From an optimization exercise on the open Yosys and OpenROAD flow, aimed at a short achievable clock period; shortcuts taken in it are not production practice.
Only simulation tests tie the RTL to the original design; equivalence was not proved.
No activity file was given, so power comes from the tool's default toggle rates.

**flow/design.v**
```verilog
module signExtend(	input [24:0] instr,
					output [31:0] imm_i,
					output [31:0] imm_s,
					output [31:0] imm_b,
					output [31:0] imm_u,
					output [31:0] imm_j,
					output [31:0] imm_z
					);
assign imm_i = { {20{{instr[24]}}}, instr[24:13]};
assign imm_s = { {20{instr[24]}}, instr[24:18], instr[4:0]};
assign imm_b = { {20{instr[24]}}, instr[0], instr[23:18], instr[4:1], 1'b0};
assign imm_u = { instr[24:5], {12{1'b0}}};
assign imm_j = { {12{instr[24]}}, instr[12:5], instr[13], instr[23:18], instr[17:14], 1'b0};
assign imm_z = { {27{1'b0}}, instr[19:15] };  
endmodule
module SignExtendSelector(	output reg [31:0] out,
							input [31:0] imm_i,
							input [31:0] imm_s,
							input [31:0] imm_b,
							input [31:0] imm_u,
							input [31:0] imm_j,
							input [31:0] imm_z,
							input [6:0] opcode);
always @(*)
begin
	case (opcode)
		7'b0010011:	out = imm_i;
		7'b0000011:	out = imm_i;
		7'b1100111:	out = imm_i;
		7'b1110011:  out = imm_z;
		7'b0100011:		out = imm_s;
		7'b1100011:		out = imm_b;
		7'b1101111:		out = imm_j;
		7'b0010111,
		7'b0110111:	out = imm_u;
		default:		out = 32'b0;
	endcase
end
endmodule
module RegFile (input clock, reset,
				input [4:0] raA, raB, wa,
				input wen,
				input [31:0] wd,
				output [31:0] rdA, rdB);
integer i;
reg [31:0] data[31:0];
always @(posedge clock or negedge reset)
begin
	if (reset == 1'b0) begin
		for (i = 0; i < 32; i = i+1)
			data[i] <= 0;
            data[2] <= 256;
    end
	else begin
		if (wen == 1'b1 && wa != 5'b0)
			data[wa] <=  wd;
	end
end
assign rdA = (wen == 1'b1 && wa == raA && wa != 5'b0) ? wd : data[raA];
assign rdB = (wen == 1'b1 && wa == raB && wa != 5'b0) ? wd : data[raB];
endmodule
module CSRFile (input clock, 
                input reset,
                input [11:0] csrAddr,
                input [11:0] csrWAddr,
                input ren,
                input wen,
                input [31:0] wd,
                output reg [31:0] rd,
                input write_pc,
                input [31:0] PC,
                input [31:0] IDEX_PC,
                input timer_interrupt,
                input software_interrupt,
                input external_interrupt,
                input syscall,
                output reg int_taken,
                output int_taken_nx,
                output reg trap_in_ID,
                output reg flushPipeline,
                output reg [31:0] trap_vector
);
parameter FLUSH_COUNT = 4'd13;
integer i;
reg [31:0] mstatus;  
reg [31:0] mstatush;  
reg [31:0] misa;     
reg [31:0] mie;      
reg [31:0] mtvec;    
reg [31:0] mscratch; 
reg [31:0] mepc;     
reg [31:0] mcause;   
reg [31:0] mtval;    
wire [31:0] mip;      
assign mip = {16'b0,4'b0,external_interrupt,3'b0,timer_interrupt,3'b0,software_interrupt,3'b0}; 
reg [2:0] enableInterrupts;
reg [3:0] pipeline_flush_count;
assign int_taken_nx = flushPipeline ? ((pipeline_flush_count == FLUSH_COUNT) ? 1'b1 : int_taken)
                                    : (write_pc ? 1'b0 : int_taken);
always @(posedge clock or negedge reset)
begin
    if(reset == 1'b0)
    begin
        mstatus <= 32'b0;
        mstatush <= 32'b0;
        misa <= 32'h40000100;
        mie <= 32'b0;
        mtvec <= 32'b0;
        mscratch <= 32'b0;
        mepc <= 32'b0;
        mcause <= 32'b0;
        mtval <= 32'b0;
        int_taken <= 1'b0;
        trap_vector <= 32'b0;
        enableInterrupts <= 3'b111;
        flushPipeline <= 1'b0;
        pipeline_flush_count <= FLUSH_COUNT;
        rd <= 32'b0;
        trap_in_ID <= 1'b0;
    end
    else
    begin
        begin  
            if(wen == 1'b1)
            begin
                case(csrWAddr)
                    12'h300: mstatus <= wd;
                    12'h304: mie <= wd;
                    12'h305: mtvec <= {wd[31:2],2'b0};
                    12'h301: mstatush <= wd;
                    12'h340: mscratch <= wd;
                    12'h341: mepc <= wd;
                    12'h342: mcause <= wd;
                    12'h343: mtval <= wd;
                endcase 
            end
            if(csrAddr==csrWAddr)
            begin
                rd <= wd;
            end
            else begin
                if(write_pc)begin
                    case(csrAddr)
                        12'h300: rd <= mstatus;
                        12'h301: rd <= misa;
                        12'h304: rd <= mie;
                        12'h305: rd <= mtvec;
                        12'h301: rd <= mstatush;
                        12'h340: rd <= mscratch;
                        12'h341: rd <= mepc;
                        12'h342: rd <= mcause;
                        12'h343: rd <= mtval;
                        12'h344: rd <= mip;
                        default: rd <= 32'b0;
                    endcase 
                end
            end
        end
        begin  
            if(enableInterrupts <= 3'b110)
            begin
                enableInterrupts <= enableInterrupts + 1;
                if(enableInterrupts == 3'b110)
                begin
                    mstatus[3] <= mstatus[7];
                end
            end
            if(flushPipeline == 1'b1)
            begin
                if(write_pc == 1'b1)
                    pipeline_flush_count <= pipeline_flush_count + 1;
                if(pipeline_flush_count == FLUSH_COUNT)
                begin
                    flushPipeline <= 1'b0;
                    mepc <= IDEX_PC;
                    int_taken <= 1;
                end
            end
            else if(write_pc == 1'b1)
            begin
                int_taken <= 1'b0;
                trap_in_ID <= 1'b0;
                if(syscall == 1'b1) begin
                    if(csrAddr==0)begin
                        mepc <= IDEX_PC;
                        trap_in_ID <= 1'b1;
                        trap_vector <= {mtvec[31:2],2'b0};
                        mcause <= {1'b1,31'd11};
                        mstatus[7] <= mstatus[3];
                        mstatus[3] <= 1'b0;
                    end
                    else if(csrAddr==1)begin
                        mepc <= IDEX_PC;
                        trap_in_ID <= 1'b1;
                        trap_vector <= {mtvec[31:2],2'b0};
                        mcause <= {1'b1,31'd3};
                        mstatus[7] <= mstatus[3];
                        mstatus[3] <= 1'b0;
                    end
                    else if(csrAddr=='h302)begin
                        trap_in_ID <= 1'b1;
                        trap_vector <= mepc;
                        enableInterrupts <= 0;
                    end
                end
                else if(mstatus[3] == 1'b1) begin
                    if(external_interrupt & mie[11]==1'b1 & mip[11] == 1'b1) begin
                        trap_vector <= {mtvec[31:2],2'b0};
                        mcause <= {1'b1,31'd11};
                        mstatus[7] <= mstatus[3];
                        mstatus[3] <= 1'b0;
                        flushPipeline <= 1'b1;
                        pipeline_flush_count <= 0;
                    end
                    else if(timer_interrupt & mie[7]==1'b1 & mip[7] == 1'b1) begin
                        trap_vector <= {mtvec[31:2],2'b0};
                        mcause <= {1'b1,31'd7};
                        mstatus[7] <= mstatus[3];
                        mstatus[3] <= 1'b0;
                        flushPipeline <= 1'b1;
                        pipeline_flush_count <= 0;
                    end
                    else if(software_interrupt & mie[3]==1'b1 & mip[3] == 1'b1) begin
                        trap_vector <= {mtvec[31:2],2'b0};
                        mcause <= {1'b1,31'd3};
                        mstatus[7] <= mstatus[3];
                        mstatus[3] <= 1'b0;
                        flushPipeline <= 1'b1;
                        pipeline_flush_count <= 0;
                    end
                end
            end
        end
    end
end
endmodule
module ALUCPU #(parameter N = 32) (output [N-1:0] out,
								output zero,
								output overflow,
								input signed [N-1:0] inA, inB,
								input [3:0] op);
wire 	[N-1:0] 	out_val;
/*verilator lint_off UNUSED*/
wire 	[N:0]		unsigned_sub;
/*verilator lint_on UNUSED*/
assign unsigned_sub = {({1'b0, inA} - {1'b0, inB})};
assign {overflow, out_val} = (op == 4'b0000) ? (inA + inB) : 
	(op == 4'b0001) 	? 	(inA - inB) :  
	(op == 4'b0010) 	? 	{1'b0, (inA ^ inB)} :
	(op == 4'b0011)  	? 	{1'b0, (inA | inB)} :
	(op == 4'b0100) 	? 	{1'b0, (inA & inB)} :
	(op == 4'b1110) 	? 	{1'b0, ((!inA) & inB)} :
	(op == 4'b0101) 	? 	{1'b0, (inA << inB[4:0])} :
	(op == 4'b0110) 	? 	{1'b0, (inA >> inB[4:0])} :
	(op == 4'b0111) 	? 	{1'b0, {inA >>> inB[4:0]}} :
	(op == 4'b1000) 	? 	{1'b0, ( (inA < inB) ? 32'b1 : 32'b0 )} :
	(op == 4'b1001)	? 	{1'b0, ( ($unsigned(inA) < $unsigned(inB)) ? 32'b1 : 32'b0)} :
	(op == 4'b1010)  	? 	{1'b0, unsigned_sub[32:1]} :  
	(op == 4'b1011)   	? 	{1'b0, inB[31:12], 12'b0}:
	(op == 4'b1100) 	? 	(inA + {inB[31:12], 12'b0}) : 33'b0;
assign zero = (out == 0);
assign out 	= {{(N-32){out_val[31]}}, out_val[31:0]};
endmodule
module control_alu(	output reg [3:0] ALUOp,
					output reg csr_immidiate,
					input [2:0] ALUcntrl,
					input [2:0] funct3,
					input [6:0] funct7);
always @(ALUcntrl or funct3 or funct7)
begin
	csr_immidiate = 0;
	case (ALUcntrl)
		3'b000: begin
			case (funct3)
				3'b000:	ALUOp = (funct7 == 7'h00) ? 4'b0000 : 4'b0001;
				3'b100:		ALUOp = 4'b0010;
				3'b110:			ALUOp = 4'b0011;
				3'b111:		ALUOp = 4'b0100;
				3'b001:		ALUOp = 4'b0101;
				3'b101:		ALUOp = (funct7 == 7'h00) ? 4'b0110 : 4'b0111;
				3'b010:		ALUOp = 4'b1000;
				3'b011:		ALUOp = 4'b1001;
				default:			ALUOp = 4'b0000;
			endcase
		end
		3'b001: begin
			ALUOp  = 4'b0000;
		end
		3'b010: begin
			case (funct3)
				3'b000, 3'b001, 3'b100, 3'b101:	ALUOp = 4'b0001;
				3'b110, 3'b111:							ALUOp = 4'b1010;
				default:											ALUOp = 4'b0001;
			endcase
		end
		3'b011: begin
			ALUOp = 4'b1011;
		end
		3'b100: begin
			ALUOp = 4'b1100;
		end
		3'b101: begin
			case (funct3)
				3'b000:	ALUOp = 4'b0000;
				3'b100:	ALUOp = 4'b0010;
				3'b110:	ALUOp = 4'b0011;
				3'b111:	ALUOp = 4'b0100;
				3'b001:	ALUOp = 4'b0101;
				3'b101:	ALUOp = (funct7 == 7'h00) ? 4'b0110 : 4'b0111;
				3'b010:	ALUOp = 4'b1000;
				3'b011:	ALUOp = 4'b1001;
				default:		ALUOp = 4'b0000;
			endcase
		end
		3'b110: begin
			ALUOp = 4'b0000;
		end
		3'b111:begin
			case (funct3)
				3'b001:
				begin
					csr_immidiate = 0;
					ALUOp = 4'b0000;
				end
				3'b010:
				begin
					csr_immidiate = 0;
					ALUOp = 4'b0011;
				end
				3'b011:
				begin
					csr_immidiate = 0;
					ALUOp = 4'b1110;
				end
				3'b101:
				begin
					csr_immidiate = 1;
					ALUOp = 4'b0000;
				end
				3'b110:
				begin
					csr_immidiate = 1;
					ALUOp = 4'b0011;
				end
				3'b111:
				begin
					csr_immidiate = 1;
					ALUOp = 4'b1110;
				end
				default:
				begin
					csr_immidiate = 0;
					ALUOp = 4'b0000;
				end
			endcase
		end
		default: begin
			ALUOp = 4'b0000;
		end
	endcase
end
endmodule
module control_branch(	output reg branch_taken,
						input [2:0] funct3,
						input Branch,
						input zero,
						input sign);
always @(*)
begin
	if (Branch) begin
		case (funct3)
			3'b000:	branch_taken = zero;
			3'b001:	branch_taken = ~zero;
			3'b100,
			3'b110:	branch_taken = sign;
			3'b101,
			3'b111:	branch_taken = ~sign;
			default:		branch_taken = 1'b0;
		endcase
	end
	else begin
		branch_taken = 1'b0;
	end
end
endmodule
module control_bypass_ex(
    output reg [31:0] bypassOutA,      
    output reg [31:0] bypassOutB,      
    input [4:0] idex_rs1,              
    input [4:0] idex_rs2,              
    input [4:0] idex_rd,               
    input [1:0] idex_reg_type,         
	input [1:0] exmem_reg_type,              
	input [1:0] memwb_reg_type,              
    input [31:0] idex_rdA,             
    input [31:0] idex_rdB,             
    input [31:0] wRegData,             
    input [31:0] EXMEM_ALUOut,         
    input [31:0] csr_data,             
    input [31:0] WB_csr_data,             
    input [31:0] idex_csr_addr,             
    input [31:0] exmem_csr_addr,             
    input [31:0] memwb_csr_addr,             
    input csr_immidiate,               
	input exmem_csr_write_allowed,
	input memwb_csr_write_allowed,
    input [4:0] exmem_rd,              
    input [4:0] memwb_rd,              
    input exmem_regwrite,              
    input memwb_regwrite               
);
reg [1:0] bypassA;  
reg [1:0] bypassB;  
always @(*) begin
	if (exmem_regwrite == 1'b1 && exmem_rd != 5'b0 && exmem_rd == idex_rs1) begin
		bypassA = 2'b10;  
	end
	else if (memwb_regwrite == 1'b1 && memwb_rd != 5'b0 && memwb_rd == idex_rs1) begin
		bypassA = 2'b01;  
	end
	else begin
		bypassA = 2'b00;  
	end
end
always @(*) begin
	case(idex_reg_type)
	2'b00:begin
		if (exmem_regwrite == 1'b1 && exmem_rd == idex_rs2) begin
			bypassB = 2'b10;  
		end
		else if (memwb_regwrite == 1'b1 && memwb_rd == idex_rs2) begin
			bypassB = 2'b01;  
		end
		else begin
			bypassB = 2'b00;  
		end
	end
	2'b01:begin
		if (exmem_regwrite == 1'b1 && exmem_rd != 5'b0 && exmem_csr_addr == idex_csr_addr) begin
			bypassB = 2'b10;  
		end
		else if (memwb_regwrite == 1'b1 && memwb_rd != 5'b0 && memwb_csr_addr == idex_csr_addr) begin
			bypassB = 2'b01;  
		end
		else begin
			bypassB = 2'b00;  
		end
	end
	default:begin
		bypassB = 2'b00;  
	end
	endcase
end
always @(*) begin
	if(csr_immidiate == 1'b1) begin
		bypassOutA = idex_rs1;
	end
	else begin
		case (bypassA)
			2'b00: bypassOutA = idex_rdA;			 
			2'b01: bypassOutA = (idex_reg_type == 2'b01) ?WB_csr_data:wRegData; 
			default: bypassOutA = EXMEM_ALUOut;		 
		endcase
	end
end
always @(*) begin
    case (bypassB)
        2'b00: bypassOutB = (idex_reg_type == 2'b01) ? csr_data : idex_rdB; 	 
        2'b01: bypassOutB = (idex_reg_type == 2'b01) ? WB_csr_data : wRegData; 	 
        default: bypassOutB = EXMEM_ALUOut;                                		 
    endcase
end
endmodule
module control_main(output reg RegDst,
					output reg Branch,
					output reg MemRead,
					output reg MemWrite,
					output reg MemToReg,
					output reg ALUSrc,
					output reg RegWrite,
					output reg Jump,
					output reg JumpJALR,
					output reg inA_is_PC,
					output reg [1:0] reg_type,
					output reg [2:0] ALUcntrl,
					input [6:0] opcode);
always @(*)
begin
	reg_type = 0;  
	case (opcode)
		7'b0110011: begin 
			RegDst		= 1'b1;
			MemRead		= 1'b0;
			MemWrite	= 1'b0;
			MemToReg	= 1'b0;
			ALUSrc		= 1'b0;
			RegWrite	= 1'b1;
			Branch		= 1'b0;
			Jump		= 0;
			JumpJALR	= 0;
			inA_is_PC	= 1'b0;
			ALUcntrl	= 3'b000;
		end
		7'b0010011: begin
			RegDst 		= 1'b1;
			MemRead 	= 1'b0;
			MemWrite 	= 1'b0;
			MemToReg 	= 1'b0;
			ALUSrc 		= 1'b1;
			RegWrite 	= 1'b1;
			Branch 		= 1'b0;
			Jump 		= 0;
			JumpJALR 	= 0;
			inA_is_PC 	= 1'b0;
			ALUcntrl 	= 3'b101;
		end
		7'b0000011: begin 
			RegDst		= 1'b1;
			MemRead		= 1'b1;
			MemWrite	= 1'b0;
			MemToReg	= 1'b1;
			ALUSrc		= 1'b1;
			RegWrite	= 1'b1;
			Branch		= 1'b0;
			Jump		= 0;
			JumpJALR	= 0;
			inA_is_PC	= 1'b0;
			ALUcntrl	= 3'b001;
		end
		7'b1110011: 	begin
			reg_type 	= 2'b01;  
			RegDst		= 1'b1;
			MemRead		= 1'b0;
			MemWrite	= 1'b0;
			MemToReg	= 1'b0;
			ALUSrc		= 1'b0;
			RegWrite	= 1'b1;
			Branch		= 1'b0;
			Jump		= 0;
			JumpJALR	= 0;
			inA_is_PC	= 1'b0;
			ALUcntrl	= 3'b111;
		end
		7'b1100111: begin
			RegDst		= 1'b1;
			MemRead		= 1'b0;
			MemWrite	= 1'b0;
			MemToReg	= 1'b0;
			ALUSrc		= 1'b0;
			RegWrite	= 1'b1;
			Branch		= 1'b0;
			Jump		= 0;
			JumpJALR	= 1;
			inA_is_PC	= 1'b1;
			ALUcntrl	= 3'b110;
		end
		7'b0100011: begin 
			RegDst		= 1'b0;
			MemRead		= 1'b0;
			MemWrite	= 1'b1;
			MemToReg	= 1'b0;
			ALUSrc		= 1'b1;
			RegWrite	= 1'b0;
			Branch		= 1'b0;
			Jump		= 0;
			JumpJALR	= 0;
			inA_is_PC	= 1'b0;
			ALUcntrl	= 3'b001;
		end
		7'b1100011: begin 
			RegDst		= 1'b0;
			MemRead		= 1'b0;
			MemWrite	= 1'b0;
			MemToReg	= 1'b0;
			ALUSrc		= 1'b0;
			RegWrite	= 1'b0;
			Branch		= 1'b1;
			Jump		= 0;
			JumpJALR	= 0;
			inA_is_PC	= 1'b0;
			ALUcntrl	= 3'b010;
		end
		7'b1101111: begin
			RegDst		= 1'b1;
			MemRead		= 1'b0;
			MemWrite	= 1'b0;
			MemToReg	= 1'b0;
			ALUSrc		= 1'b0;
			RegWrite	= 1'b1;
			Branch		= 1'b0;
			Jump		= 1;
			JumpJALR	= 0;
			inA_is_PC	= 1'b1;
			ALUcntrl	= 3'b110;
		end
		7'b0110111: begin
			RegDst		= 1'b1;
			MemRead		= 1'b0;
			MemWrite	= 1'b0;
			MemToReg	= 1'b0;
			ALUSrc		= 1'b1;
			RegWrite	= 1'b1;
			Branch		= 1'b0;
			Jump		= 1'b0;
			JumpJALR	= 0;
			inA_is_PC	= 1'b0;
			ALUcntrl	= 3'b011;
		end
		7'b0010111: begin
			RegDst		= 1'b1;
			MemRead		= 1'b0;
			MemWrite	= 1'b0;
			MemToReg	= 1'b0;
			ALUSrc		= 1'b1;
			RegWrite	= 1'b1;
			Branch		= 1'b0;
			Jump		= 1'b0;
			JumpJALR	= 0;
			inA_is_PC	= 1'b1;
			ALUcntrl	= 3'b100;
		end
		default: begin
			RegDst		= 1'b0;
			MemRead		= 1'b0;
			MemWrite	= 1'b0;
			MemToReg	= 1'b0;
			ALUSrc		= 1'b0;
			RegWrite	= 1'b0;
			Branch		= 0;
			Jump		= 0;
			JumpJALR	= 0;
			inA_is_PC	= 1'b0;
			ALUcntrl	= 3'b000;
		end
	endcase
end  
endmodule
module  control_stall_id(	
	output reg bubble_ifid,
	output reg bubble_idex,
	output reg bubble_exmem,
	output reg bubble_memwb,
	output reg write_ifid,
	output reg write_idex,
	output reg write_exmem,
	output reg write_memwb,
	output reg write_pc,
	output reg instr_en,
	output reg trap_waiting,
	input [4:0] ifid_rs,
	input [4:0] ifid_rt,
	input [4:0] idex_rd,
	input memRead,
	input idex_memWrite,
	input idex_memread,
	input memReady,
	input Jump,
	input IDEX_Branch,
	input EXMEM_Branch,
	input syscall,
	input int_trap,
	input trap_in_ID,
	input flushPipeline,
	input PCSrc);
reg memStalled;
reg suppressTrap;
reg [3:0] state;
always @(*)
begin
	state = 4'b0000;
	bubble_ifid		= 1'b0;
	bubble_idex		= 1'b0;
	bubble_exmem	= 1'b0;
	bubble_memwb	= 1'b0;
	write_pc		= 1'b1;
	write_ifid		= 1'b1;
	write_idex		= 1'b1;
	write_exmem		= 1'b1;
	write_memwb		= 1'b1;
	memStalled		= 1'b0;
	suppressTrap	= 1'b0;
	trap_waiting   	= syscall;
	instr_en 		= 1'b1;
	if(memReady == 1'b0) begin  
		state = 4'd1;
		memStalled		= 1'b1;
		if(memStalled == 1'b0) begin
			write_exmem		= 1'b0;
			write_idex		= 1'b0;
			write_ifid		= 1'b1;
			write_pc		= 1'b0;
		end
		else begin
			write_memwb		= 1'b0;
			write_exmem		= 1'b0;
			write_idex		= 1'b0;
			write_ifid		= 1'b0;
			write_pc		= 1'b0;
			trap_waiting	= 1'b0;
		end
	end
	else if((IDEX_Branch|EXMEM_Branch) && (syscall))begin
		state = 4'd2;
		suppressTrap=1;
		bubble_idex	= 1'b1;
		write_ifid	= 1'b0;
		trap_waiting= 1'b0;
	end
	else if(memRead==1'b1 && idex_memWrite == 1'b1)begin
		state = 4'd3;
		bubble_idex	= 1'b1;
		write_ifid	= 1'b0;
		write_pc	= 1'b0;
		instr_en	= 1'b0;
		trap_waiting= 1'b0;
	end
	else if ((idex_memread == 1'b1) && ((idex_rd==ifid_rs) || (idex_rd==ifid_rt))) begin  
		state = 4'd4;
		bubble_idex	= 1'b1;
		write_ifid	= 1'b0;
		write_pc	= 1'b0;
		instr_en 	= 1'b0;
		trap_waiting= 1'b0;
	end
	else if (Jump == 1'b1||trap_in_ID == 1'b1) begin  
		state = 4'd5;
		bubble_ifid	= 1'b1;
	end
	if(int_trap == 1'b1) begin  
		state = 4'd6;
		bubble_ifid		= 1'b1;
		bubble_idex		= 1'b1;
		bubble_exmem	= 1'b1;
		bubble_memwb	= 1'b1;
		write_pc	= 1'b1;
	end
	else if (PCSrc == 1'b1) begin  
		state = 4'd7;
		bubble_ifid		= 1'b1;
		bubble_idex		= 1'b1;
		bubble_exmem	= 1'b1;
		write_pc	= 1'b1;  
		instr_en = 1'b0;
	end
	if(flushPipeline == 1'b1) begin
		state = 4'd8;
		bubble_ifid		= 1'b1;
	end
end
endmodule
module mem_read_selector(	input [2:0] mem_select,
							input [31:0] DMemOut,
							input [1:0] byte_index,
							output reg [31:0] out);
wire [7:0] byte_sel;
wire [15:0] half;
assign byte_sel = (byte_index == 2'b00) ? DMemOut[7:0] :
				(byte_index == 2'b01) ? DMemOut[15:8] :
				(byte_index == 2'b10) ? DMemOut[23:16] : DMemOut[31:24];
assign half = (byte_index[1] == 1'b0) ? DMemOut[15:0] : DMemOut[31:16];
always @(*)
begin
	case (mem_select)
		3'b000:		out = {{24{byte_sel[7]}}, byte_sel};
		3'b001:		out = {{16{half[15]}}, half};
		3'b100:	out = {{24{1'b0}}, byte_sel};
		3'b101:	out = {{16{1'b0}}, half};
		default:		out = DMemOut;
	endcase
end
endmodule
module mem_write_selector(	input [2:0] mem_select,
							input [31:0] ALUin,
							input [1:0] offset,
							output reg [3:0] byte_select_vector,
							output reg [31:0] out);
always @(*)
begin
	case (mem_select)
		3'b000  : byte_select_vector = 4'b0001 << offset; 
		3'b001  : byte_select_vector = (offset[1] == 1'b1) ? 4'b1100 : 4'b0011;
		default: byte_select_vector = 4'b1111;
	endcase
end
always @(*)
begin
	if (mem_select == 3'b000)
		case (offset)
			2'b00: out = ALUin;
			2'b01: out = ALUin << 8;
			2'b10: out = ALUin << 16;
			2'b11: out = ALUin << 24;
		endcase
	else if (mem_select == 3'b001)
		case (offset)
			2'b00:		out = ALUin;
			2'b10:		out = ALUin << 16;
			default:	out = 32'b0;
		endcase
	else
		out = ALUin;
end
endmodule
module cpu(	input clock,
			input reset,
			output 	[31:0] PC_out,
			input  	[31:0] instr_in,
			output 	[31:0] data_addr,
			output ren,
			output wen,
			output instr_en,
			output 	[31:0] data_out,
			input 	[31:0] data_in,
			output 	[3:0]  byte_select,
			input software_interrupt,
			input timer_interrupt,
			input external_interrupt,
			input memReady
			);
wire mr = memReady;
reg		[31:0]	IFID_instr;
reg 	[31:0]  PC_IF2;
reg		[31:0]	PC, IFID_PC, IDEX_PC;
wire	[31:0]	JumpAddress;
reg 	[31:0]  PC_new;
wire	[31:0]	instr;
reg		[31:0]	IF2_instr;
reg     [31:0]  delayed_instr;
wire			inA_is_PC;
reg		[31:0]	IDEX_signExtend;
wire	[31:0]	signExtend;
wire	[31:0]	rdA, rdB;
reg		[31:0]	IDEX_rdA, IDEX_rdB;
reg		[2:0]	IDEX_funct3;
reg		[4:0]	IDEX_instr_rs2, IDEX_instr_rs1, IDEX_instr_rd;
reg				IDEX_RegDst, IDEX_ALUSrc, IDEX_inA_is_PC, IDEX_Jump, IDEX_JumpJALR;
reg 	[1:0] 	IDEX_reg_type;
reg				IDEX_MemRead, IDEX_MemWrite;
reg				IDEX_MemToReg, IDEX_RegWrite;
reg				IDEX_csr_imm;
reg 	[2:0]	EXMEM_funct3;
reg 	[4:0]	EXMEM_RegWriteAddr;
reg 	[31:0]	EXMEM_ALUOut;
reg 	[31:0]	EXMEM_BranchALUOut;
reg 	[1:0] 	EXMEM_reg_type;
reg				EXMEM_JumpJALR;
reg				EXMEM_MemRead, EXMEM_MemWrite, EXMEM_RegWrite, EXMEM_MemToReg;
reg		[4:0]	MEMWB_RegWriteAddr;
reg				MEMWB_RegWrite;
wire			RegDst, MemRead, MemWrite, MemToReg, ALUSrc, RegWrite, Jump, JumpJALR;
wire 	[1:0] 	reg_type;
wire			Branch;
reg				IDEX_Branch, EXMEM_Branch;
wire	[6:0]	opcode;
wire	[2:0]	funct3, ALUcntrl;
wire 	[31:0] 	csr_data;
reg 	[31:0] 	EXMEM_csr_data;
wire 	[11:0]	csr_addr;
reg 	[11:0]	IDEX_csr_addr;
reg 	[11:0]	EXMEM_csr_addr;
reg 	[11:0]	MEMWB_csr_addr;
reg 			csr_write_allowed;
reg 			IDEX_csr_write_allowed;
reg 			EXMEM_csr_write_allowed;
reg 			MEMWB_csr_write_allowed;
wire	[6:0]	funct7;
wire	[4:0]	instr_rs1, instr_rs2, instr_rd, RegWriteAddr;
wire	[31:0]	imm_i, imm_s, imm_b, imm_u, imm_j, imm_z;
reg keepDelayInstr;
wire flushPipeline;
wire int_taken, int_taken_nx;
wire [31:0] trap_vector;
wire syscall, trap_waiting;
wire trap_in_ID;
reg		[31:0]	MEMWB_wRegData;		 
reg		[31:0]	MEMWB_wbData;		 
wire	[31:0]	WB_csr_data = mr ? MEMWB_wbData : 32'b0;
reg		s2_q;		 
reg		s34_q;		 
reg		X_q;		 
reg		brtaken_q;	 
wire PCSrc = EXMEM_JumpJALR | brtaken_q;
wire int_trap = int_taken;
wire stallY = ~s2_q & s34_q;
wire write_pc		= int_trap | PCSrc | (mr & ~stallY);
wire write_ifid		= mr & ~s2_q & ~s34_q;
wire write_idex		= mr;
wire write_exmem	= mr;
wire write_memwb	= mr;
wire bubble_idex	= int_trap | PCSrc | (mr & (s2_q | s34_q));
wire bubble_exmem	= int_trap | PCSrc;
wire bubble_ifid	= int_trap | PCSrc | flushPipeline | (mr & ~s2_q & ~s34_q & (Jump | trap_in_ID));
assign trap_waiting	= mr & syscall & ~s2_q & ~s34_q;
assign instr_en		= ~(X_q | (mr & stallY));
assign PC_out = PC;
assign instr = instr_in;
assign wen = EXMEM_MemWrite;
always @(posedge clock or negedge reset)
begin
	if (reset == 1'b0)
		PC <= 32'h00000000;
	else if (write_pc == 1'b1)
		PC <= PC_new;
end
reg bubble_ifid_delayed;
always @(posedge clock or negedge reset)
begin
	if(reset == 1'b0)begin
		PC_IF2 <= 32'b0;
		bubble_ifid_delayed <= 1'b0;
		delayed_instr <= 32'b0;
		keepDelayInstr <= 1'b0;
	end
	else begin
		if(write_ifid == 1'b1)begin
			if(bubble_ifid == 1'b1)
				PC_IF2 <= 32'hffffffff;
			else
				PC_IF2 <= PC;
			bubble_ifid_delayed <= bubble_ifid;
			delayed_instr <= 0;
			keepDelayInstr <= 0;
		end
		else begin
			if(bubble_ifid == 1'b1||bubble_ifid_delayed == 1'b1)
				PC_IF2 <= 32'hffffffff;
			if(keepDelayInstr ==1'b0) begin
				keepDelayInstr <= 1;
				delayed_instr <= (PCSrc)?32'hffffffff: instr;
			end
		end
	end
end
always@(*)
begin
	if(delayed_instr == 0)
		IF2_instr = instr;
	else if(bubble_ifid_delayed == 1'b1)
		IF2_instr = 32'b0;
	else
		IF2_instr = delayed_instr;
end
always @(*) begin
	if(int_taken||trap_in_ID)
		PC_new = trap_vector;
	else if (PCSrc == 1'b0) begin
		if (Jump == 1'b0)
			PC_new = PC + ((flushPipeline == 1'b1) ? 32'd0 : 32'd4);
		else
			PC_new = JumpAddress;
	end
	else
		PC_new = EXMEM_BranchALUOut;
end
assign JumpAddress = IFID_PC + signExtend;
wire ifid_clear = bubble_ifid_delayed | bubble_ifid;
wire [31:0] IFID_instr_d = ifid_clear ? 32'b0 : (write_ifid ? IF2_instr : IFID_instr);
always @(posedge clock or negedge reset)
begin
	if((reset == 1'b0))
	begin
		IFID_PC			<= 32'b0;
		IFID_instr		<= 32'b0;
	end
	else begin
		IFID_instr <= IFID_instr_d;
		if (ifid_clear)
			IFID_PC			<= 32'hffffffff;
		else if (write_ifid == 1'b1)
			IFID_PC			<= PC_IF2;
	end
end
assign opcode		= IFID_instr[6:0];
assign funct3		= IFID_instr[14:12];
assign funct7		= IFID_instr[31:25];
assign instr_rs1	= IFID_instr[19:15];
assign csr_addr		= IFID_instr[31:20];
assign instr_rs2	= IFID_instr[24:20];
assign instr_rd		= IFID_instr[11:7];
assign syscall		= (IDEX_Jump==1'b0 &
						IDEX_JumpJALR==1'b0&opcode == 7'b1110011 & funct3==0) ? 1'b1 : 1'b0;
always @(*) begin
	if(reg_type == 2'b01) begin
		if(funct3[1:0] == 2'b00)
			csr_write_allowed = 1'b0;
		else if(funct3[1:0] == 2'b01)
			csr_write_allowed = 1'b1;
		else
			csr_write_allowed = (instr_rs1 != 5'b0);
	end
	else
		csr_write_allowed = 1'b0;
end
signExtend signExtendUnit (
	.instr(IFID_instr[31:7]),
	.imm_i(imm_i),
	.imm_s(imm_s),
	.imm_b(imm_b),
	.imm_u(imm_u),
	.imm_j(imm_j),
	.imm_z(imm_z)
);
RegFile cpu_regs (
	.clock(clock),
	.reset(reset),
	.raA(instr_rs1),
	.raB(instr_rs2),
	.wa(MEMWB_RegWriteAddr),
	.wen(MEMWB_RegWrite),
	.wd(MEMWB_wRegData),
	.rdA(rdA),
	.rdB(rdB)
);
SignExtendSelector SignExtendSelector (
	.out(signExtend),
	.imm_i(imm_i),
	.imm_s(imm_s),
	.imm_b(imm_b),
	.imm_u(imm_u),
	.imm_j(imm_j),
	.imm_z(imm_z),
	.opcode(opcode)
);
localparam NOPS = 13;
localparam O_ADD = 0, O_SUB = 1, O_XOR = 2, O_OR = 3, O_AND = 4, O_SLL = 5, O_SRL = 6,
           O_SRA = 7, O_SLT = 8, O_SLTU = 9, O_SUBU = 10, O_LUI = 11, O_CLEAR = 12;
wire [3:0] ALUOp_id;
wire csr_imm_id;
control_alu control_alu(
	.ALUOp(ALUOp_id),
	.ALUcntrl(ALUcntrl),
	.csr_immidiate(csr_imm_id),
	.funct3(funct3),
	.funct7(funct7)
);
reg [NOPS-1:0] op_id;
always @(*) begin
	op_id = 0;
	case (ALUOp_id)
		4'b0000:   op_id[O_ADD] = 1'b1;
		4'b1100: op_id[O_ADD] = 1'b1;
		4'b0001:   op_id[O_SUB] = 1'b1;
		4'b0010:   op_id[O_XOR] = 1'b1;
		4'b0011:    op_id[O_OR] = 1'b1;
		4'b0100:   op_id[O_AND] = 1'b1;
		4'b0101:   op_id[O_SLL] = 1'b1;
		4'b0110:   op_id[O_SRL] = 1'b1;
		4'b0111:   op_id[O_SRA] = 1'b1;
		4'b1000:   op_id[O_SLT] = 1'b1;
		4'b1001:  op_id[O_SLTU] = 1'b1;
		4'b1010:  op_id[O_SUBU] = 1'b1;
		4'b1011:   op_id[O_LUI] = 1'b1;
		4'b1110: op_id[O_CLEAR] = 1'b1;
		default: op_id = 0;
	endcase
end
reg [NOPS-1:0] IDEX_op;
always @(posedge clock or negedge reset)
begin
	if ((reset == 1'b0)) begin
		IDEX_inA_is_PC	<= 1'b0;
		IDEX_Jump		<= 1'b0;
		IDEX_JumpJALR	<= 1'b0;
		IDEX_signExtend	<= 32'b0;
		IDEX_instr_rd	<= 5'b0;
		IDEX_instr_rs1	<= 5'b0;
		IDEX_instr_rs2	<= 5'b0;
		IDEX_RegDst		<= 1'b0;
		IDEX_ALUSrc		<= 1'b0;
		IDEX_Branch		<= 1'b0;
		IDEX_MemRead	<= 1'b0;
		IDEX_MemWrite	<= 1'b0;
		IDEX_MemToReg	<= 1'b0;
		IDEX_RegWrite	<= 1'b0;
		IDEX_funct3		<= 3'b0;
		IDEX_PC			<= 32'b0;
		IDEX_rdA		<= 32'b0;
		IDEX_rdB		<= 32'b0;
		IDEX_reg_type	<= 2'b0;
		IDEX_csr_addr	<= 12'b0;
		IDEX_csr_write_allowed <= 1'b0;
		IDEX_csr_imm	<= 1'b0;
		IDEX_op			<= 1 << O_ADD;
	end
	else
	begin
		if ((bubble_idex == 1'b1)) begin
			IDEX_inA_is_PC	<= 1'b0;
			IDEX_Jump		<= 1'b0;
			IDEX_JumpJALR	<= 1'b0;
			IDEX_signExtend	<= 32'b0;
			IDEX_instr_rd	<= 5'b0;
			IDEX_instr_rs1	<= 5'b0;
			IDEX_instr_rs2	<= 5'b0;
			IDEX_RegDst		<= 1'b0;
			IDEX_ALUSrc		<= 1'b0;
			IDEX_Branch		<= 1'b0;
			IDEX_MemRead	<= 1'b0;
			IDEX_MemWrite	<= 1'b0;
			IDEX_MemToReg	<= 1'b0;
			IDEX_RegWrite	<= 1'b0;
			IDEX_funct3		<= 3'b0;
			IDEX_rdA		<= 32'b0;
			IDEX_rdB		<= 32'b0;
			IDEX_reg_type	<= 2'b0;
			IDEX_csr_addr	<= 12'b0;
			IDEX_csr_write_allowed <= 1'b0;
			IDEX_csr_imm	<= 1'b0;
			IDEX_op			<= 1 << O_ADD;
			IDEX_PC			<= 32'hffffffff;
		end
		else if (write_idex == 1'b1) begin
			IDEX_inA_is_PC	<= inA_is_PC;
			IDEX_Jump		<= Jump;
			IDEX_JumpJALR	<= JumpJALR;
			IDEX_signExtend	<= signExtend;
			IDEX_instr_rd	<= instr_rd;
			IDEX_instr_rs1	<= instr_rs1;
			IDEX_instr_rs2	<= instr_rs2;
			IDEX_RegDst		<= RegDst;
			IDEX_ALUSrc		<= ALUSrc;
			IDEX_Branch		<= Branch;
			IDEX_MemRead	<= MemRead;
			IDEX_MemWrite	<= MemWrite;
			IDEX_MemToReg	<= MemToReg;
			IDEX_RegWrite	<= RegWrite;
			IDEX_funct3		<= funct3;
			IDEX_PC			<= IFID_PC;
			IDEX_rdA		<= rdA;
			IDEX_rdB		<= rdB;
			IDEX_reg_type	<= reg_type;
			IDEX_csr_addr	<= csr_addr;
			IDEX_csr_write_allowed <= csr_write_allowed;
			IDEX_csr_imm	<= csr_imm_id;
			IDEX_op			<= op_id;
		end
	end
end
reg [31:0] newmepc;
localparam MEPC_IDLE = 1'b0;
localparam MEPC_WAITINGJUMP = 1'b1;
reg mepc_state;
always@(posedge clock or negedge reset)begin
	if(reset==1'b0)begin
		newmepc <= 32'h0;
		mepc_state <= MEPC_IDLE;
	end
	else
	begin
		case(mepc_state)
			MEPC_IDLE:begin
				if(flushPipeline)
				begin
					if(brtaken_q||Jump||EXMEM_JumpJALR)
						newmepc <= PC_new;
					else if(write_pc==1'b0&&IFID_PC!=32'hffffffff)
						newmepc <= IFID_PC;
					else if(PC_IF2!=32'hffffffff)
						newmepc <= PC_IF2;
					else
						newmepc <= PC;
					mepc_state <= MEPC_WAITINGJUMP;
				end
			end
			MEPC_WAITINGJUMP:begin
				if(brtaken_q||Jump||EXMEM_JumpJALR)
					newmepc <= PC_new;
				if(flushPipeline==1'b0)
					mepc_state <= MEPC_IDLE;
			end
		endcase
	end
end
CSRFile csrFile(
	.clock(clock),
	.reset(reset),
	.wen(MEMWB_csr_write_allowed),
	.ren(reg_type==2'b01),
	.csrAddr(csr_addr),
	.csrWAddr(MEMWB_csr_addr),
	.wd(WB_csr_data),
	.rd(csr_data),
	.write_pc(write_pc),
	.PC(PC),
	.IDEX_PC(newmepc),
	.software_interrupt(software_interrupt),
	.timer_interrupt(timer_interrupt),
	.external_interrupt(external_interrupt),
	.syscall(trap_waiting),
	.int_taken(int_taken),
	.int_taken_nx(int_taken_nx),
	.trap_in_ID(trap_in_ID),
	.flushPipeline(flushPipeline),
	.trap_vector(trap_vector)
);
control_main control_main (
	.RegDst(RegDst),
	.reg_type(reg_type),
	.Branch(Branch),
	.MemRead(MemRead),
	.MemWrite(MemWrite),
	.MemToReg(MemToReg),
	.ALUSrc(ALUSrc),
	.RegWrite(RegWrite),
	.Jump(Jump),
	.JumpJALR(JumpJALR),
	.inA_is_PC(inA_is_PC),
	.ALUcntrl(ALUcntrl),
	.opcode(opcode)
);
reg fA_ex, fA_wb;		 
reg fB_ex, fB_wb;		 
wire [31:0] wbA = (IDEX_reg_type == 2'b01) ? MEMWB_wbData : MEMWB_wRegData;
wire [31:0] bypassOutA = IDEX_csr_imm ? {27'b0, IDEX_instr_rs1} :
                         fA_ex ? EXMEM_ALUOut : fA_wb ? wbA : IDEX_rdA;
wire [31:0] bypassOutB = fB_ex ? EXMEM_ALUOut : fB_wb ? wbA :
                         ((IDEX_reg_type == 2'b01) ? csr_data : IDEX_rdB);
wire [31:0] ALUInA = IDEX_inA_is_PC ? IDEX_PC : bypassOutA;
wire [31:0] ALUInB = (IDEX_Jump | IDEX_JumpJALR) ? 32'd4 :
                     (IDEX_ALUSrc == 1'b0) ? bypassOutB : IDEX_signExtend;
wire [31:0] BranchInA = (IDEX_JumpJALR == 1'b1) ? bypassOutA : IDEX_PC;
wire [31:0] BranchALUOut = BranchInA + IDEX_signExtend;
wire [31:0] alu_add = ALUInA + ALUInB;
wire [31:0] alu_sub = ALUInA - ALUInB;
wire [32:0] alu_usub = {1'b0, ALUInA} - {1'b0, ALUInB};
wire signed [31:0] sALUInA = ALUInA;
wire signed [31:0] sALUInB = ALUInB;
wire        alu_lt  = sALUInA < sALUInB;
wire        alu_ltu = ALUInA < ALUInB;
wire [31:0] alu_sra = sALUInA >>> ALUInB[4:0];
wire [31:0] ALUOut =
	({32{IDEX_op[O_ADD]}}   & alu_add) |
	({32{IDEX_op[O_SUB]}}   & alu_sub) |
	({32{IDEX_op[O_XOR]}}   & (ALUInA ^ ALUInB)) |
	({32{IDEX_op[O_OR]}}    & (ALUInA | ALUInB)) |
	({32{IDEX_op[O_AND]}}   & (ALUInA & ALUInB)) |
	({32{IDEX_op[O_SLL]}}   & (ALUInA << ALUInB[4:0])) |
	({32{IDEX_op[O_SRL]}}   & (ALUInA >> ALUInB[4:0])) |
	({32{IDEX_op[O_SRA]}}   & alu_sra) |
	({32{IDEX_op[O_SLT]}}   & {31'b0, alu_lt}) |
	({32{IDEX_op[O_SLTU]}}  & {31'b0, alu_ltu}) |
	({32{IDEX_op[O_SUBU]}}  & alu_usub[32:1]) |
	({32{IDEX_op[O_LUI]}}   & {ALUInB[31:12], 12'b0}) |
	({32{IDEX_op[O_CLEAR]}} & {31'b0, (ALUInA == 32'b0) & ALUInB[0]});
reg brcond;
always @(*) begin
	case (IDEX_funct3)
		3'b000:	brcond = (ALUInA == ALUInB);
		3'b001:	brcond = (ALUInA != ALUInB);
		3'b100:	brcond = alu_sub[31];
		3'b101:	brcond = ~alu_sub[31];
		3'b110:	brcond = alu_usub[32];
		3'b111:	brcond = ~alu_usub[32];
		default:		brcond = 1'b0;
	endcase
end
assign RegWriteAddr = (IDEX_RegDst==1'b0) ? IDEX_instr_rs2 : IDEX_instr_rd;
always @(posedge clock or negedge reset)
begin
	if ((reset == 1'b0)) begin
		EXMEM_ALUOut		<= 32'b0;
		EXMEM_JumpJALR 		<= 1'b0;
		EXMEM_BranchALUOut	<= 32'b0;
		EXMEM_RegWriteAddr	<= 5'b0;
		EXMEM_Branch		<= 1'b0;
		EXMEM_MemRead		<= 1'b0;
		EXMEM_MemWrite		<= 1'b0;
		EXMEM_MemToReg		<= 1'b0;
		EXMEM_RegWrite		<= 1'b0;
		EXMEM_funct3		<= 3'b0;
		EXMEM_csr_data		<= 32'b0;
		EXMEM_reg_type		<= 2'b00;
		EXMEM_csr_addr		<= 12'b0;
		EXMEM_csr_write_allowed <= 1'b0;
		brtaken_q			<= 1'b0;
	end
	else
	begin
		if ((bubble_exmem == 1'b1)) begin
			EXMEM_ALUOut		<= 32'b0;
			EXMEM_JumpJALR 		<= 1'b0;
			EXMEM_BranchALUOut	<= 32'b0;
			EXMEM_RegWriteAddr	<= 5'b0;
			EXMEM_Branch		<= 1'b0;
			EXMEM_MemRead		<= 1'b0;
			EXMEM_MemWrite		<= 1'b0;
			EXMEM_MemToReg		<= 1'b0;
			EXMEM_RegWrite		<= 1'b0;
			EXMEM_funct3		<= 3'b0;
			EXMEM_csr_data		<= 32'b0;
			EXMEM_reg_type		<= 2'b00;
			EXMEM_csr_addr		<= 12'b0;
			EXMEM_csr_write_allowed <= 1'b0;
			brtaken_q			<= 1'b0;
		end
		else if (write_exmem == 1'b1) begin
			EXMEM_ALUOut		<= ALUOut;
			EXMEM_JumpJALR		<= IDEX_JumpJALR;
			EXMEM_BranchALUOut	<= BranchALUOut;
			EXMEM_RegWriteAddr	<= RegWriteAddr;
			EXMEM_Branch		<= IDEX_Branch;
			EXMEM_MemRead		<= IDEX_MemRead;
			EXMEM_MemWrite		<= IDEX_MemWrite;
			EXMEM_MemToReg		<= IDEX_MemToReg;
			EXMEM_RegWrite		<= IDEX_RegWrite;
			EXMEM_funct3		<= IDEX_funct3;
			EXMEM_csr_data		<= csr_data;
			EXMEM_reg_type		<= IDEX_reg_type;
			EXMEM_csr_addr		<= IDEX_csr_addr;
			EXMEM_csr_write_allowed <= IDEX_csr_write_allowed;
			brtaken_q			<= IDEX_Branch & brcond;
		end
	end
end
wire [31:0] staddr = bypassOutA + IDEX_signExtend;
wire [3:0]  bsel_ex;
wire [31:0] wdata_ex;
mem_write_selector mem_write_selector(
	.mem_select(IDEX_funct3),
	.ALUin(bypassOutB),
	.offset(staddr[1:0]),
	.byte_select_vector(bsel_ex),
	.out(wdata_ex)
);
reg [3:0]  bsel_q;
reg [31:0] wdata_q;
always @(posedge clock or negedge reset)
begin
	if (reset == 1'b0) begin
		bsel_q  <= 4'b0;
		wdata_q <= 32'b0;
	end
	else if (mr == 1'b1) begin
		bsel_q  <= bsel_ex;
		wdata_q <= wdata_ex;
	end
end
assign byte_select = bsel_q;
assign data_out = wdata_q;
wire [31:0] MemOut_mem;
mem_read_selector mem_read_selector(
	.mem_select(EXMEM_funct3),
	.DMemOut(data_in),
	.byte_index(EXMEM_ALUOut[1:0]),
	.out(MemOut_mem)
);
wire [31:0] wbData_nx = (EXMEM_MemToReg == 1'b0) ? EXMEM_ALUOut : MemOut_mem;
wire [31:0] wRegData_nx = (EXMEM_reg_type == 2'b00) ? wbData_nx : EXMEM_csr_data;
always @(posedge clock or negedge reset)
begin
	if (reset == 1'b0) begin
		MEMWB_RegWriteAddr	<= 5'b0;
		MEMWB_RegWrite		<= 1'b0;
		MEMWB_csr_addr		<= 12'b0;
		MEMWB_csr_write_allowed <= 1'b0;
		MEMWB_wRegData		<= 32'b0;
		MEMWB_wbData		<= 32'b0;
	end
	else if (write_memwb == 1'b1) begin
		MEMWB_RegWriteAddr	<= EXMEM_RegWriteAddr;
		MEMWB_RegWrite		<= EXMEM_RegWrite;
		MEMWB_csr_addr		<= EXMEM_csr_addr;
		MEMWB_csr_write_allowed <= EXMEM_csr_write_allowed;
		MEMWB_wRegData		<= wRegData_nx;
		MEMWB_wbData		<= wbData_nx;
	end
end
wire [4:0]  IDEX_rs1_d   = bubble_idex ? 5'b0 : (write_idex ? instr_rs1 : IDEX_instr_rs1);
wire [4:0]  IDEX_rs2_d   = bubble_idex ? 5'b0 : (write_idex ? instr_rs2 : IDEX_instr_rs2);
wire [4:0]  IDEX_rd_d    = bubble_idex ? 5'b0 : (write_idex ? instr_rd : IDEX_instr_rd);
wire [11:0] IDEX_csra_d  = bubble_idex ? 12'b0 : (write_idex ? csr_addr : IDEX_csr_addr);
wire [1:0]  IDEX_rt_d    = bubble_idex ? 2'b0 : (write_idex ? reg_type : IDEX_reg_type);
wire        IDEX_MemRead_d  = bubble_idex ? 1'b0 : (write_idex ? MemRead : IDEX_MemRead);
wire        IDEX_MemWrite_d = bubble_idex ? 1'b0 : (write_idex ? MemWrite : IDEX_MemWrite);
wire        IDEX_Branch_d   = bubble_idex ? 1'b0 : (write_idex ? Branch : IDEX_Branch);
wire        IDEX_Jump_d     = bubble_idex ? 1'b0 : (write_idex ? Jump : IDEX_Jump);
wire        IDEX_JumpJALR_d = bubble_idex ? 1'b0 : (write_idex ? JumpJALR : IDEX_JumpJALR);
wire [4:0]  EXMEM_rd_d   = bubble_exmem ? 5'b0 : (write_exmem ? RegWriteAddr : EXMEM_RegWriteAddr);
wire        EXMEM_rw_d   = bubble_exmem ? 1'b0 : (write_exmem ? IDEX_RegWrite : EXMEM_RegWrite);
wire [11:0] EXMEM_csra_d = bubble_exmem ? 12'b0 : (write_exmem ? IDEX_csr_addr : EXMEM_csr_addr);
wire        EXMEM_Branch_d = bubble_exmem ? 1'b0 : (write_exmem ? IDEX_Branch : EXMEM_Branch);
wire        EXMEM_JumpJALR_d = bubble_exmem ? 1'b0 : (write_exmem ? IDEX_JumpJALR : EXMEM_JumpJALR);
wire        brtaken_d    = bubble_exmem ? 1'b0 : (write_exmem ? (IDEX_Branch & brcond) : brtaken_q);
wire [4:0]  MEMWB_rd_d   = write_memwb ? EXMEM_RegWriteAddr : MEMWB_RegWriteAddr;
wire        MEMWB_rw_d   = write_memwb ? EXMEM_RegWrite : MEMWB_RegWrite;
wire [11:0] MEMWB_csra_d = write_memwb ? EXMEM_csr_addr : MEMWB_csr_addr;
wire fA_ex_d = EXMEM_rw_d & (EXMEM_rd_d != 5'b0) & (EXMEM_rd_d == IDEX_rs1_d);
wire fA_wb_d = ~fA_ex_d & MEMWB_rw_d & (MEMWB_rd_d != 5'b0) & (MEMWB_rd_d == IDEX_rs1_d);
wire fB_ex_d = (IDEX_rt_d == 2'b00) ? (EXMEM_rw_d & (EXMEM_rd_d == IDEX_rs2_d)) :
               (IDEX_rt_d == 2'b01) ? (EXMEM_rw_d & (EXMEM_rd_d != 5'b0) & (EXMEM_csra_d == IDEX_csra_d)) : 1'b0;
wire fB_wb_d = ~fB_ex_d & ((IDEX_rt_d == 2'b00) ? (MEMWB_rw_d & (MEMWB_rd_d == IDEX_rs2_d)) :
               (IDEX_rt_d == 2'b01) ? (MEMWB_rw_d & (MEMWB_rd_d != 5'b0) & (MEMWB_csra_d == IDEX_csra_d)) : 1'b0);
wire [31:0] ifid_nx = IFID_instr_d;
wire        sys_nx  = ~IDEX_Jump_d & ~IDEX_JumpJALR_d & (ifid_nx[6:0] == 7'b1110011) & (ifid_nx[14:12] == 3'b000);
wire        s2_d    = (IDEX_Branch_d | EXMEM_Branch_d) & sys_nx;
wire        s34_d   = ((ifid_nx[6:0] == 7'b0000011) & IDEX_MemWrite_d) |
                      (IDEX_MemRead_d & ((IDEX_rd_d == ifid_nx[19:15]) | (IDEX_rd_d == ifid_nx[24:20])));
wire        X_d     = ~int_taken_nx & (EXMEM_JumpJALR_d | brtaken_d);
wire ldf_ex = IDEX_RegWrite & (RegWriteAddr != 5'b0) & (RegWriteAddr == instr_rs1);
wire ldf_wb = EXMEM_RegWrite & (EXMEM_RegWriteAddr != 5'b0) & (EXMEM_RegWriteAddr == instr_rs1);
wire [31:0] ldbase = ldf_ex ? ALUOut : ldf_wb ? wRegData_nx : rdA;
wire [31:0] ldaddr = ldbase + signExtend;
wire        ld_enter = MemRead & ~bubble_idex;
reg [31:0] da_q;
reg        ren_q;
always @(posedge clock or negedge reset)
begin
	if (reset == 1'b0) begin
		fA_ex <= 1'b0;
		fA_wb <= 1'b0;
		fB_ex <= 1'b0;
		fB_wb <= 1'b0;
		s2_q  <= 1'b0;
		s34_q <= 1'b0;
		X_q   <= 1'b0;
		ren_q <= 1'b0;
		da_q  <= 32'b0;
	end
	else begin
		fA_ex <= fA_ex_d;
		fA_wb <= fA_wb_d;
		fB_ex <= fB_ex_d;
		fB_wb <= fB_wb_d;
		s2_q  <= s2_d;
		s34_q <= s34_d;
		X_q   <= X_d;
		ren_q <= IDEX_MemRead_d & ~brtaken_d;
		if (mr == 1'b1)
			da_q <= ld_enter ? ldaddr : staddr;
	end
end
assign ren = ren_q;
assign data_addr = da_q;
endmodule
module riscv_core (
	input         clock,
	input         reset,
	output [31:0] PC_out,
	input  [31:0] instr_in,
	output        instr_en,
	output [31:0] data_addr,
	output        ren,
	output        wen,
	output [31:0] data_out,
	input  [31:0] data_in,
	output [3:0]  byte_select,
	input         memReady,
	input         software_interrupt,
	input         timer_interrupt,
	input         external_interrupt
);
	cpu cpu1 (
		.clock(clock),
		.reset(reset),
		.PC_out(PC_out),
		.instr_in(instr_in),
		.data_addr(data_addr),
		.ren(ren),
		.wen(wen),
		.instr_en(instr_en),
		.data_out(data_out),
		.data_in(data_in),
		.byte_select(byte_select),
		.software_interrupt(software_interrupt),
		.timer_interrupt(timer_interrupt),
		.external_interrupt(external_interrupt),
		.memReady(memReady)
	);
endmodule
```
**flow/run.sh**
```bash
#!/bin/bash
# synth_recipe.tcl (not shown) runs the flow's synth.tcl, then flattens the netlist and writes it again
# the make line also repeats each setting of config.mk as NAME=value (left out here)
make -C /OpenROAD-flow-scripts/flow DESIGN_CONFIG=/design/flow/config.mk WORK_HOME=/design/flow/orfs CLKGATE_MAP_FILE= SYNTH_SCRIPT=/design/flow/synth_recipe.tcl finish
```
**flow/config.mk**
```make
export PLATFORM = sky130hd
export DESIGN_NAME = riscv_core
export DESIGN_NICKNAME = riscv_core
export VERILOG_FILES = /design/flow/design.v
export SDC_FILE = /design/flow/constraint.sdc
export NUM_CORES = 8
export LEC_CHECK = 0
export CAP_MARGIN = 20
export CORE_MARGIN = 2
export CORE_UTILIZATION = 32
export SLEW_MARGIN = 20
```
**flow/constraint.sdc**
```tcl
create_clock -name core_clock -period 12.5 [get_ports {clock}]
set_input_delay 2.5000 -clock core_clock [delete_from_list [all_inputs] [get_ports {clock}]]
set_output_delay 2.5000 -clock core_clock [all_outputs]
set_load 0.01 [all_outputs]
```
==> run summary <==
[worst max-delay path: cells and delay by family (launching register included)]
| kind | cells | cell delay (ns) |
|---|---|---|
| AOI/OAI and AO/OA | 14 | 2.97 |
| xor gates and xnor gates | 2 | 0.35 |
| adders and majority gates | 3 | 1.07 |
| buffers and inverters | 3 | 0.71 |
| DFF | 1 | 0.40 |
| muxes | 2 | 0.90 |
| and+or+nand+nor | 11 | 3.10 |
[metrics by stage]
| stage | setup slack (ns) | util | power, mW | area (µm²) |
|---|---|---|---|---|
| final | 2.79 | 0.366 | 26.2 | 129000 |
| after global routing | 2.22 | 0.366 | 26.9 | 129000 |
| after CTS | 2.98 | 0.365 | 25.7 | 129000 |
| after detailed placement | 3.02 | 0.343 | 18.6 | 121000 |
| after global placement | 3.06 | 0.343 | 18.6 | 121000 |
| after floorplan | 4.71 | - | 13.8 | 114000 |
[power by group through the flow]
| stage | clock (mW) | combinational [mW] | sequential [mW] |
|---|---|---|---|
| finish | 7.15 | 10.8 | 8.29 |
| global route | 7.40 | 11.2 | 8.31 |
| CTS | 7.14 | 10.3 | 8.23 |
| detailed placement | 0 | 10.2 | 8.34 |
| global placement | 0 | 10.3 | 8.34 |
| floorplan | 0 | 6.12 | 7.71 |
[routing by layer]
| metal | up-vias | part of all wire | global-route usage |
|---|---|---|---|
| met4 | 30 | 0.091 | 0.229 |
| met2 | 8076 | 0.41 | 0.454 |
| met5 | - | 0.00037 | 0.00147 |
| met3 | 2388 | 0.13 | 0.111 |
| li1 | 43413 | - | - |
| met1 | 53544 | 0.37 | 0.395 |
[cells by family after synthesis]
family | share of synthesized area
buffers and inverters | 0.0443
AND/OR/NAND/NOR | 0.122
AO/OA/AOI/OAI | 0.219
flip-flops | 0.436
adder cells (fa/ha/maj) | 0.0259
multiplexers | 0.131
XOR/XNOR | 0.0208
[cells in the mapped netlist, types with 33 or more instances]
| cell type | instances |
|---|---|
| a21o_1 | 124 |
| ha_1 | 226 |
| nor4_1 | 48 |
| buf_1 | 99 |
| mux2_2 | 1050 |
| nand2b_1 | 63 |
| o21a_1 | 53 |
| nor2_1 | 1030 |
| a22o_1 | 258 |
| o211ai_1 | 47 |
| and2_1 | 38 |
| xor2_1 | 90 |
| nand2_1 | 963 |
| mux4_2 | 33 |
| o221ai_1 | 60 |
| a21oi_1 | 952 |
| a31oi_1 | 66 |
| nor3_1 | 172 |
| mux2i_1 | 234 |
| inv_1 | 228 |
| a22oi_1 | 570 |
| o21ai_0 | 669 |
| dfrtp_1 | 1975 |
| buf_2 | 63 |
| nand3_1 | 306 |
| nand4_1 | 186 |
| xnor2_1 | 177 |
| o22ai_1 | 50 |
| a221oi_1 | 310 |
| a222oi_1 | 36 |
| clkbuf_1 | 889 |
| o32ai_1 | 36 |
| a221o_1 | 55 |
| a211oi_1 | 101 |
| and3_1 | 33 |
| or3_1 | 36 |
[cell usage in the layout, fill, tap and decap left out, types with 302 or more instances in the layout]
master,netlist,layout
dfrtp_1,1975,1968
mux2_2,1050,1050
nor2_1,1030,952
nand2_1,963,950
a21oi_1,952,948
o21ai_0,669,666
a22oi_1,570,570
buf_4,4,377
a221oi_1,310,309
nand3_1,306,302
[area by class of cell]
type	count	share of cell area
Clock inverter	96	0.0114
Sequential cell	1983	0.384
Multi-Input combinational cell	8578	0.465
Antenna cell	22	0.000426
Clock buffer	308	0.0489
Tap cell	4730	0.0458
Timing Repair Buffer	564	0.0375
Inverter	243	0.00707
[path summary, 6_finish.rpt]
path	from	to	slack (ns)	cells past startpoint
worst max-delay path	cpu1.IDEX_reg_type[1]	cpu1.da_q[30]	2.79	35
worst min-delay path	cpu1.cpu_regs.data[0][12]	cpu1.cpu_regs.data[0][12]	0.40	0
worst max register to register	cpu1.IDEX_reg_type[1]	cpu1.da_q[30]	2.79	35
worst min register to register	cpu1.cpu_regs.data[0][12]	cpu1.cpu_regs.data[0][12]	0.40	0
max in group asynchronous	reset	cpu1.keepDelayInstr	8.42	3
min in group asynchronous	reset	cpu1.cpu_regs.data[3][11]	1.54	1
==> impl_metrics.json <==
{
  "outcome": "timing/DRC/antenna clean",
  "clk_latency_ns": 1.07,
  "cts_resized": 0,
  "synth_top_area_cell": "dfrtp_1",
  "hold_violations": 0,
  "critPathMaxStageDelay_ns": 0.83,
  "cts_setup_buffers": 0,
  "leakage_nw": 56.9,
  "startpoint_type": "register",
  "yosysSeqAreaShare": 0.436,
  "rsz0062_at_grt": "false",
  "grt-ovfl-total": 0,
  "coreArea_mm2": 0.353,
  "synth-main-ff-cell": "dfrtp_1",
  "drive_above_1_share": 0.179,
  "synth_area_leaders": "dfrtp_1, mux2_2, a21oi_1",
  "cp_common_cell": "nor2_1",
  "clockBufferDepth": 4,
  "holdBufCountCts": 0,
  "drc": 0,
  "fmax_mhz": 103,
  "grt_max_degree": 184,
  "slowest_stage": "nor2b_4",
  "pwr-share-seq": 0.316,
  "place_inst": 16095,
  "internal_power_mw": 14.5,
  "p_switching_mw": 11.7,
  "port_buffers": 172,
  "period_minus_slack_ns": 9.71,
  "n_fill_cell": 35604,
  "numCtsBuffers": 221,
  "crit_arrival_ns": 10.46,
  "finalSetupTns_ns": 0,
  "synth-edff-count": 0,
  "ios": 173,
  "wl_per_cell_um": 35.7,
  "slew_headroom": 0.125,
  "totalWireLength_um": 590000,
  "grt_pass1_wl_um": 814000,
  "start_util": 0.322,
  "synth_area_per_cell_um2": 9.59,
  "worstSetupPathType": "register to register",
  "cp_max_fo": 29,
  "crit_path_end_kind": "register",
  "cts_tree": "built",
  "slew_violations": 0,
  "ys_types": 105,
  "postSynthCellCount": 11866,
  "async_flop_share": 1.00,
  "clkTransAtPathRegs_ns": 0.06,
  "drtAntennaViolNets": 0,
  "drt_iter0_markers": 17342,
  "grt.total_usage": 0.317,
  "syn_area_mm2": 0.114,
  "final_cells": 16524,
  "die_y_um": 600,
  "drv_cap": 0,
  "htreeDepth": 4,
  "syn2layout_area_growth_pct": 13.5,
  "num_rows": 218,
  "ctsRootBufferMaster": "clkbuf_16",
  "die_w_um": 600,
  "cts.sinks": 1983,
  "tightest_slew_ns": 1.31,
  "grt_pass1_vias": 100454,
  "gp_congestion": 1.05,
  "skew_ns": 0.170,
  "ys_ff_latch": 1983,
  "synth_top_cell_area_share": 0.434,
  "ir_drop_mv": 0.133,
  "largest-register": "cpu1.cpu_regs.data",
  "pwr-share-comb": 0.411,
  "syn-num-nets": 12168,
  "fin_crit_sh": 0.777,
  "required_ns": 13.25,
  "ff_latch_area_mm2": 0.0496,
  "first_pass_iters": 7,
  "die_area_mm2": 0.360,
  "antenna_found_initial": 37,
  "num-nets-final": 11893,
  "timing.hold.ws_ns": 0.404,
  "drt-vias-per-instance": 6.50,
  "yosys_warnings": 9,
  "setup_viol": 0,
  "power.density_mw_per_mm2": 203,
  "num_vias": 107451,
  "post-dp-hpwl_um": 393000,
  "hold_path.class": "register to register",
  "clkPwrFrac": 0.273,
  "multiInputGateArea_mm2": 0.0600,
  "switching_share": 0.446,
  "largest_reg_flops": 1024
}

==> re-timing with driven ports <==
No port has a modelled driver above. Below, the same layout with a new extraction and two added sets of constraints. Step 1 sets driving cells, clkbuf_16 on the clock port and buf_2 on the other inputs (assumed; they add their load-dependent delay and slew). Step 2 adds t to the input delays and takes it off the output delays; t is the mean of the earliest and latest rising clock arrival at the registers after step 1. Input paths then give back, and output paths get back, about the clock's delay inside the block. Slacks: ideal ports / drivers / drivers and shift; pairs: ideal ports / drivers.
shift t [ns]: 1.071
setup slack, ns: 2.791 / 2.791 / 2.791
hold slack, ns: 0.404 / 0.404 / 0.404
worst setup path after step 2: register to register
pins driven straight from the clock port: 1
After both steps setup and hold are still met in this run. The setup slack of this run moves by 0.000 ns with the drivers and by 0.000 ns with both steps.
